This design comes from an exercise in tuning for small area on the open sky130 flow, not from production work. RTL that was checked went through simulation tests only; none was proved equivalent to the original.

Setup of red:
==> module pid_controller, before the edit <==
module pid_controller (
    input  wire             clk,
    input  wire             rst,
    input  wire signed [15:0] ref_in,
    input  wire signed [15:0] y,
    output reg  signed [15:0] u_out
);
    parameter signed [15:0] Kp = 16'sd2;
    parameter signed [15:0] Ki = 16'sd1;
    parameter signed [15:0] Kd = 16'sd1;
    reg signed [15:0] e, e_prev, integ, deriv;
    always @(posedge clk or posedge rst) begin
        if (rst) begin
            e      <= 0;
            e_prev <= 0;
            integ  <= 0;
            deriv  <= 0;
            u_out  <= 0;
        end else begin
            e      <= ref_in - y;
            integ  <= integ + e;
            deriv  <= e - e_prev;
            u_out  <= Kp*e + Ki*integ + Kd*deriv;
            e_prev <= e;
        end
    end
endmodule
==> flow/config.mk <==
export PLATFORM = sky130hd
export DESIGN_NAME = soc_top
export DESIGN_NICKNAME = soc_top
export VERILOG_FILES = /design/flow/design.v
export SDC_FILE = /design/flow/constraint.sdc
export NUM_CORES = 4
export LEC_CHECK = 0
export CAP_MARGIN = 20
export CORE_MARGIN = 2
export CORE_UTILIZATION = 40
export SLEW_MARGIN = 20
==> flow/constraint.sdc <==
create_clock -name core_clock -period 3.0 [get_ports {clk}]
set_input_delay 0.6000 -clock core_clock [delete_from_list [all_inputs] [get_ports {clk}]]
set_output_delay 0.6000 -clock core_clock [all_outputs]
set_load 0.01 [all_outputs]
run.sh (not shown) runs the stock make flow with config.mk's settings and CLKGATE_MAP_FILE= SYNTH_SCRIPT=/design/flow/synth_recipe.tcl, a recipe that flattens the netlist after the stock synthesis.
Input-level comparison between blue and red:
-- flow/design.v --
<<< red, line 44
    output reg  signed [15:0] u_out
);
    parameter signed [15:0] Kp = 16'sd2;
    parameter signed [15:0] Ki = 16'sd1;
    parameter signed [15:0] Kd = 16'sd1;
    reg signed [15:0] e, e_prev, integ, deriv;
    always @(posedge clk or posedge rst) begin
        if (rst) begin
            e      <= 0;
            e_prev <= 0;
            integ  <= 0;
            deriv  <= 0;
            u_out  <= 0;
        end else begin
            e      <= ref_in - y;
            integ  <= integ + e;
            deriv  <= e - e_prev;
            u_out  <= Kp*e + Ki*integ + Kd*deriv;
            e_prev <= e;
        end
    end
>>> blue, line 44
    output reg  signed [15:0] u_out
);
    reg [15:0] e, t3, t2, t1;
    always @(posedge clk or posedge rst) begin
        if (rst) begin
            e     <= 16'd0;
            t3    <= 16'd0;
            t2    <= 16'd0;
            t1    <= 16'd0;
            u_out <= 16'sd0;
        end else begin
            e     <= ref_in - y;
            t3    <= e;
            t2    <= t3 - {e[14:0], 1'b0};
            t1    <= t2;
            u_out <= u_out + t1 + {e[14:0], 1'b0};
        end
    end
==> notes.md <==
In the tables for blue and red, via count reads lower with blue. Measured against red, the met3 wire length of blue comes out at 0.913 times the reference value. Taking red as the reference, in blue xor/xnor cell area share of the yosys netlist went down 2.1 points, HPWL after detailed placement fell by 12%. No stage failed in blue, and the final checks on the layout all came back clean. Between blue and red, the difference in final setup skew is negligible. blue against red: synthesized area went down 11%; synthesized cell count went down 83. Taking red as the reference, in blue wire length of the first global-routing pass lower; instance count after placement with tap cells included lower; delay of the slowest cell on the worst path lower; design area lower.
No run of this note included a check of the RTL's function; only the layout flow was run.

--- another note on this design; it stands on its own ---

main:
// soc_top
module soc_top (
    input  wire        clk,
    input  wire        rst,
    input  wire [3:0]  sensor_in,
    input  wire [15:0] y_feedback,
    output wire [15:0] actuator_out
);
    wire [2:0] action_out;
    wire [15:0] ref_val;
    fsm_engine fsm_inst (
        .clk(clk),
        .rst(rst),
        .sensor_in(sensor_in),
        .action_out(action_out)
    );
    assign ref_val = (action_out == 3'b001) ? 16'd1000 :    
                 (action_out == 3'b010) ? -16'd500 :    
                 16'd0;                                 
    pid_controller pid_inst (
        .clk(clk),
        .rst(rst),
        .ref_in(ref_val),
        .y(y_feedback),
        .u_out(actuator_out)
    );
endmodule
Settings: LEC_CHECK=0, CAP_MARGIN=10, CORE_MARGIN=2, CORE_UTILIZATION=60, SLEW_MARGIN=10; clock period 3.0 ns.
standard.sh (not shown) runs the stock make flow with config.mk's settings and CLKGATE_MAP_FILE= SYNTH_SCRIPT=/design/flow/synth_recipe.tcl, a recipe that flattens the netlist after the stock synthesis.
==> flow/flow/run.sh <==
#!/bin/bash
# Own layout flow: the standard layout (standard.sh, unchanged synthesis)
# with two changes: the port buffers are sky130_fd_sc_hd__buf_1 instead of
# the cell buffer_ports picks by default, and CTS uses clkbuf_4 (root) and
# clkbuf_8 (sinks) without dummy loads.
set -euo pipefail
CTS="-sink_clustering_enable -repair_clock_nets -dont_use_dummy_load -buf_list {sky130_fd_sc_hd__clkbuf_4 sky130_fd_sc_hd__clkbuf_8} -root_buf sky130_fd_sc_hd__clkbuf_4 -sink_buffer_max_cap_derate 0.01"
bash standard.sh "BUFFER_PORTS_ARGS=-buffer_cell sky130_fd_sc_hd__buf_1" "CTS_ARGS=$CTS" finish > make_finish.log 2>&1
Edits applied to the flow inputs when going from main to the feature branch:
--- a/flow/flow/run.sh
+++ b/flow/flow/run.sh
@@ -8 +8 @@
-bash standard.sh "BUFFER_PORTS_ARGS=-buffer_cell sky130_fd_sc_hd__buf_1" "CTS_ARGS=$CTS" finish > make_finish.log 2>&1
+bash standard.sh "BUFFER_PORTS_ARGS=-buffer_cell sky130_fd_sc_hd__buf_1" "CTS_ARGS=$CTS" RECOVER_POWER=100 finish > make_finish.log 2>&1
Results
Sequential share of layout area, the feature branch and main: lower on main. Status: data arrival time of the critical path parity (main, the feature branch). Status the feature branch: flow complete, layout not clean - max-capacitance violations, max-slew violations. NOTE: design area in the feature branch falls short of that of main.

---

soc_top again, from the RTL that the note above started with.
Settings: LEC_CHECK=0, CAP_MARGIN=10, CORE_MARGIN=2, CORE_UTILIZATION=55, SLEW_MARGIN=10; clock period 3.0 ns.
==> flow/flow/run.sh <==
#!/bin/bash
# Own layout flow: the standard layout (standard.sh, unchanged synthesis)
# with two changes: the port buffers are sky130_fd_sc_hd__buf_1 instead of
# the cell buffer_ports picks by default, and CTS uses clkbuf_4 (root) and
# clkbuf_8 (sinks) without dummy loads.
set -euo pipefail
CTS="-sink_clustering_enable -repair_clock_nets -dont_use_dummy_load -buf_list {sky130_fd_sc_hd__clkbuf_4 sky130_fd_sc_hd__clkbuf_8} -root_buf sky130_fd_sc_hd__clkbuf_4 -sink_buffer_max_cap_derate 0.01"
bash standard.sh "BUFFER_PORTS_ARGS=-buffer_cell sky130_fd_sc_hd__buf_1" "CTS_ARGS=$CTS" finish > make_finish.log 2>&1
The first run passed the timing, design-rule and antenna checks.
Change:
CAP_MARGIN = 0   (was 10)
CORE_UTILIZATION = 60   (was 55)
SLEW_MARGIN = 0   (was 10)
=> Via count fell by about 0.8%; clock skew grows by 0.0031 ns; design area fell by about 0.9%; worst hold slack is better by 0.011 ns; critical path depth does not change.
Change:
CAP_MARGIN = 10   (was 0)
PLACE_DENSITY = 0.8   (was default)
SLEW_MARGIN = 10   (was 0)
=> The changed run went through all stages and came out clean; global-route usage is lower by 0.68 points; worst hold slack gets better by 0.016 ns; setup slack degrades by 0.032 ns; utilization stays the same; final area stays the same.

==> what the ideal ports hide <==
How much do the figures lean on ideal ports? The routed layouts below were timed once more, with nothing changed but the port constraints.
Step 1 sets driving cells, clkbuf_16 on the clock port and buf_2 on the other inputs (assumed; they add their load-dependent delay and slew).
Step 2, shift: input delay + t, output delay - t, t = (earliest + latest rising clock arrival at the registers) / 2. This alone moves slack from input paths to output paths.
Three values: ideal, step 1, step 2; two values: the first two.
run | t, ns | setup slack, ns | hold slack, ns | cell pins on the clock port's net
red | 0.372 | 0.184 / 0.184 / 0.105 | 0.417 / 0.417 / 0.417 | 1
blue | 0.365 | 0.144 / 0.144 / 0.144 | 0.344 / 0.344 / 0.344 | 1
main | 0.417 | 0.132 / 0.132 / 0.132 | 0.224 / 0.217 / 0.361 | 1
the feature branch | 0.415 | 0.120 / 0.120 / 0.120 | 0.286 / 0.279 / 0.361 | 1
the first run of note 3 | 0.424 | 0.155 / 0.155 / 0.155 | 0.213 / 0.205 / 0.366 | 1
the second run of note 3 | 0.417 | 0.132 / 0.132 / 0.132 | 0.224 / 0.217 / 0.361 | 1
the third run of note 3 | 0.422 | 0.100 / 0.100 / 0.100 | 0.240 / 0.233 / 0.356 | 1
For red, which loses most, drivers alone change the setup slack by 0.000 ns; drivers and shift together by -0.079 ns.
